From an optimization exercise on the open Yosys and OpenROAD flow, aimed at small area; shortcuts taken in it are not production practice. No run shown here included a check of the RTL's function; only the layout flow was run.

## flow/design.v (module list and top-level ports; edited modules follow where they fit)
// module math_sqrtf32: 1677 lines
module math_sqrtf32
(
	input logic 		clk,
	input logic 		rst_n,
	input logic 		sqrt_op_en,
	input logic [31:0] 	sqrt_rb,
	output logic 		sqrt_ra_en,
	output logic [31:0] sqrt_ra,
	output logic 		sqrt_lvf_flag
);
  // ...
==> flow/flow/run.sh <==
#!/bin/bash
# Own flow: the standard synthesis; then flow/gen4.py writes the same logic as a
# gate netlist (full adders and and-or carry chains mapped by hand) that keeps the
# standard synthesis's registers, names and cell types; then the standard layout.
# If the register sets do not match, the standard netlist is laid out instead.
set -uo pipefail
R=orfs/results/${FLOW_PLATFORM:-sky130hd}/math_sqrtf32/base
bash standard.sh synth > run_synth.log 2>&1 || exit 1
cp $R/1_2_yosys.v std_netlist.v
if python3 flow/gen4.py net flow/params.txt std_netlist.v gate_netlist.v > run_gen.log 2>&1; then
  cp gate_netlist.v $R/1_2_yosys.v
  rm -f $R/1_synth.odb $R/1_synth.sdc
  bash standard.sh synth > run_synth2.log 2>&1 || exit 1
fi
BUFFER_PORTS_ARGS="-buffer_cell sky130_fd_sc_hd__buf_1" bash standard.sh > run_layout.log 2>&1
==> flow/flow/params.txt <==
17,13,8,4
0,0,0,0,0,0,6,0,0,0,2,8,16,17,18,19,11,21,22,23,18,24,24,24
==> flow/standard.sh <==
#!/bin/bash
# synth_recipe.tcl (not shown) runs the flow's synth.tcl, then flattens the netlist and writes it again
# the make line also repeats each setting of config.mk as NAME=value (left out here)
make -C /OpenROAD-flow-scripts/flow DESIGN_CONFIG=/design/flow/config.mk WORK_HOME=/design/flow/orfs CLKGATE_MAP_FILE= SYNTH_SCRIPT=/design/flow/synth_recipe.tcl "${@:-finish}"
==> flow/config.mk <==
export PLATFORM = sky130hd
export DESIGN_NAME = math_sqrtf32
export DESIGN_NICKNAME = math_sqrtf32
export VERILOG_FILES = /design/flow/design.v
export SDC_FILE = /design/flow/constraint.sdc
export NUM_CORES = 4
export LEC_CHECK = 0
export ABC_AREA = 1
export CAP_MARGIN = 20
export CORE_MARGIN = 2
export CORE_UTILIZATION = 40
export CTS_BUF_LIST = sky130_fd_sc_hd__clkbuf_8
export SLEW_MARGIN = 20
export SYNTH_MEMORY_MAX_BITS = 65536
==> flow/constraint.sdc <==
create_clock -name core_clock -period 16.0 [get_ports {clk}]
set_input_delay 3.2000 -clock core_clock [delete_from_list [all_inputs] [get_ports {clk}]]
set_output_delay 3.2000 -clock core_clock [all_outputs]
set_load 0.01 [all_outputs]
Not shown: flow/flow/gen4.py
==> impl_metrics.env, run 1 <==
export IMPL_vias=10239
export IMPL_stdcell_count=2248
export IMPL_timing_hold_ws_ns=0.325
export IMPL_seq_cells=189
export IMPL_drcViolationCount=0
export IMPL_met1_length_mm=10.6
export IMPL_die_y_um=193
export IMPL_nNetsFinal=1868
export IMPL_highest_layer="met4"
export IMPL_final_cell_mix="xor2_1 (375), xnor2_1 (340), dfxtp_1 (178)"
export IMPL_htree_levels=4
export IMPL_grt_pass1_vias=9855
export IMPL_ys_warn_count=1
export IMPL_via_per_inst=4.55
export IMPL_use_met3_pct=2.69
export IMPL_slew_headroom_pct=44.2
export IMPL_rows=69
export IMPL_ant_nets=0
export IMPL_outcome="finished clean"
export IMPL_register_area_um2=3820
export IMPL_top_register="q_r5"
export IMPL_setup_worst_path_end="q_r2[0]$_DFF_P_"
export IMPL_syn_area_per_cell_um2=9.06
export IMPL_rsz0062_at_grt="true"
export IMPL_top_usage_layer="met2"
export IMPL_core_area_um2=35300
export IMPL_max_freq_mhz=64.3
export IMPL_ctsHoldBuffers=0
export IMPL_critical_path_class="reg2reg"
export IMPL_r2r_slack_ns=0.45
export IMPL_crit_family="adder cells"
export IMPL_track_usage_pct=14.3
export IMPL_r2r_end="q_r2[0]$_DFF_P_"
export IMPL_area_share_nonclk_buffers_pct=6.70
export IMPL_final_common_cell="xor2_1"
export IMPL_cts_buffers=17
export IMPL_crit_required_ns=16.42
export IMPL_reg2reg_depth=43
==> run 2: changes to the inputs <==
--- a/flow/config.mk
+++ b/flow/config.mk
@@ -12,2 +12,3 @@
 export CTS_BUF_LIST = sky130_fd_sc_hd__clkbuf_8
+export GPL_TIMING_DRIVEN = 0
 export SLEW_MARGIN = 20
==> run 2 against run 1 <==
Compared with the run above:
- clock-buffer cell count grew 2
- die area is the same
- design area is 0.37% higher
- critical endpoint unchanged
- global-route usage is 0.35 points lower
- first-iteration DRC count down 22%
- worst hold slack gained 0.0085 ns
==> impl_metrics.env, run 2 <==
export IMPL_place_port_buffers=67
export IMPL_cts_sinks=189
export IMPL_drive_above_1_share_pct=13.2
export IMPL_pre_cts_slack_ns=-2.81
export IMPL_cts_buffers=17
export IMPL_vias=9936
export IMPL_critical_path_class="reg2reg"
export IMPL_grt_max_degree=29
export IMPL_final_cell_mix="xor2_1 (366), xnor2_1 (339), dfxtp_1 (173)"
export IMPL_finalCritPeriodShare_pct=96.5
export IMPL_antenna_found_initial=0
export IMPL_crit_required_ns=16.41
export IMPL_min_from="code_r2[4]$_DFF_P_"
export IMPL_cts_tree="built"
export IMPL_slew_headroom_pct=36.0
export IMPL_netlist_instances=1575
export IMPL_drcViolationCount=0
export IMPL_min_to="code_r3[4]$_DFF_P_"
export IMPL_fin_crit_ns=15.44
export IMPL_syn_area_per_cell_um2=9.06
export IMPL_hpwlAfterDp_mm=17.9
export IMPL_track_usage_pct=14.0
export IMPL_cp_max_fo=9
export IMPL_drv_slew=0
export IMPL_whs_path_depth=0
export IMPL_place_congestion=0.771
export IMPL_largest_reg_flops=24
export IMPL_dr_first_iter_drc_count=146
export IMPL_nNetsFinal=1821
export IMPL_die_y_um=193
export IMPL_path_common_cell="fa_1"
export IMPL_cts_root_buf="clkbuf_8"
export IMPL_worstMarginPinSlew_ns=0.956
export IMPL_finClkSkew_ns=0.0144
export IMPL_ys_warn_count=1
export IMPL_htree_levels=4
export IMPL_ctsHoldBuffers=0
export IMPL_grt_pass1_wl_mm=41.8
export IMPL_r2r_slack_ns=0.56
export IMPL_start_kind="register"
export IMPL_tns_ns=0
export IMPL_top_register="q_r5"
export IMPL_multi_input_area_um2=11200
export IMPL_grt_pass1_vias=9675
export IMPL_final_common_cell="xor2_1"
export IMPL_slowest_stage="fa_1"
export IMPL_ant_nets=0
export IMPL_via_per_inst=4.51
export IMPL_clkLatencyLatePin_ns=0.48
export IMPL_dieArea_um2=37200
export IMPL_reg2reg_depth=42
export IMPL_clockBufferDepth=2
export IMPL_die_w_um=193
export IMPL_maxCapViolations=0
export IMPL_io_pins=69
export IMPL_critPathArrivalTime_ns=15.84
export IMPL_max_freq_mhz=64.8
export IMPL_synth_cell_area_um2=14300
export IMPL_r2r_end="q_r2[0]$_DFF_P_"
export IMPL_initial_core_util_pct=40.4
export IMPL_gr_total_overflow=0
export IMPL_core_area_um2=35300
export IMPL_wl_per_cell_um=11.1
export IMPL_antenna_cells=0
export IMPL_cpPeakStageDelay_ns=0.43
export IMPL_clk_pin_slew_ns=0.09
export IMPL_hp_class="reg2reg"
export IMPL_area_delta_synth_final_pct=18.7
export IMPL_crit_reg2reg_launch="q_r1[0]$_DFF_P_"
export IMPL_setup_viol=0
export IMPL_rows=69
export IMPL_setup_ws_ns=0.564
export IMPL_final_hold_violation_count=0
export IMPL_reg_largest_list="q_r5 x24, q_r4 x20, rm_r4 x19"
export IMPL_outcome="finished clean"
export IMPL_postRouteWirelength_mm=24.5
export IMPL_cp_end_kind="register"
export IMPL_fillCellCount=3319
export IMPL_register_area_um2=3840
export IMPL_first_pass_iters=4
export IMPL_synth_fp_nets=1668
==> run 2: cell types whose count changed in the layout (fill, tap and decap cells not counted), moves of 7 or more <==
cell / delta
buf_4: -57
a21oi_1: -14
o21ai_1: -13
a21oi_2: +12
o21ai_2: +11
xor2_1: -9
xor2_4: +7
==> run 2: area by class of cell <==
type                       instances  share of cell area (%)
tap                              461                    3.41
clock inverter                    13                   0.960
timing repair buffer             128                    4.62
multi-input combinational       1373                    66.4
inverter                          19                   0.421
sequential                       189                    22.7
clock buffer                      19                    1.54
==> run 2: layer usage <==
| metal | global-route usage, % | vias up | share of wire [%] |
|---|---|---|---|
| li1 | - | 5293 | - |
| met4 | 3.99 | 0 | 1.3 |
| met5 | 0 | - | 0 |
| met1 | 13.6 | 4558 | 39 |
| met2 | 29.1 | 65 | 58 |
| met3 | 2.69 | 20 | 2.0 |
==> run 2: critical path, delay by kind of cell, from the launching register on <==
kind / cells / cell delay [ns]
adders and majority gates: 33 / 13.39
xor gates and xnor gates: 8 / 1.36
AOI/OAI and AO/OA: 1 / 0.23
DFF: 1 / 0.40
==> run 2: worst max-delay path by stage <==
stage / from / end / slack [ns]
after global placement: q_r4[0]$_DFF_P_ / q_r5[0]$_DFF_P_ / -2.46
after CTS: q_r4[1]$_DFF_P_ / q_r5[0]$_DFF_P_ / 0.02
final: q_r1[0]$_DFF_P_ / q_r2[0]$_DFF_P_ / 0.56
after floorplan: q_r3[0]$_DFF_P_ / q_r4[0]$_DFF_P_ / 0.05
after detailed placement: q_r4[0]$_DFF_P_ / q_r5[0]$_DFF_P_ / -2.81
after global routing: q_r4[0]$_DFF_P_ / q_r5[0]$_DFF_P_ / -0.11
==> run 2: stage by stage <==
| stage | cells | instance area, um2 | utilization, % | hold WS, ns |
|---|---|---|---|---|
| 2_1_floorplan | 1575 | 14500 | - | 0.310 |
| 3_3_place_gp | 2103 | 15300 | 43.3 | 0.311 |
| 3_5_place_dp | 2103 | 15300 | 43.3 | 0.312 |
| 4_1_cts | 2176 | 16400 | 46.3 | 0.335 |
| 5_1_grt | 2202 | 16900 | 48.0 | 0.340 |
| 6_report | 2202 | 16900 | 48.0 | 0.334 |
==> run 2: repair_timing <==
action	in CTS	in global routing
buffers inserted	35	26
pin swaps	13	8
cloned	6	0
gates resized for setup	41	92
setup endpoints to repair	35	24

-- separate check: timing with driven ports --
The flow's constraints put no driver on any port. The routed layouts listed below were extracted and timed again, unchanged, in two steps.
Step 1, drivers: a clkbuf_16 drives clk and a buf_2 each remaining input, both assumed.
Step 2 also shifts input and output timing later by t, the mid clock arrival at the registers, as if the neighbouring blocks saw the same clock.
Three values: ideal, step 1, step 2; two values: the first two.
run	shift t [ns]	slack for setup (ns)	worst data-port slew with drivers (ns)
run 1	0.527	0.451 / 0.451 / 0.451	0.03
run 2	0.524	0.564 / 0.564 / 0.365	0.03
After both steps setup and hold are still met in every run listed. The setup slack of run 2, which loses most, moves by 0.000 ns with the drivers and by -0.199 ns with both steps.
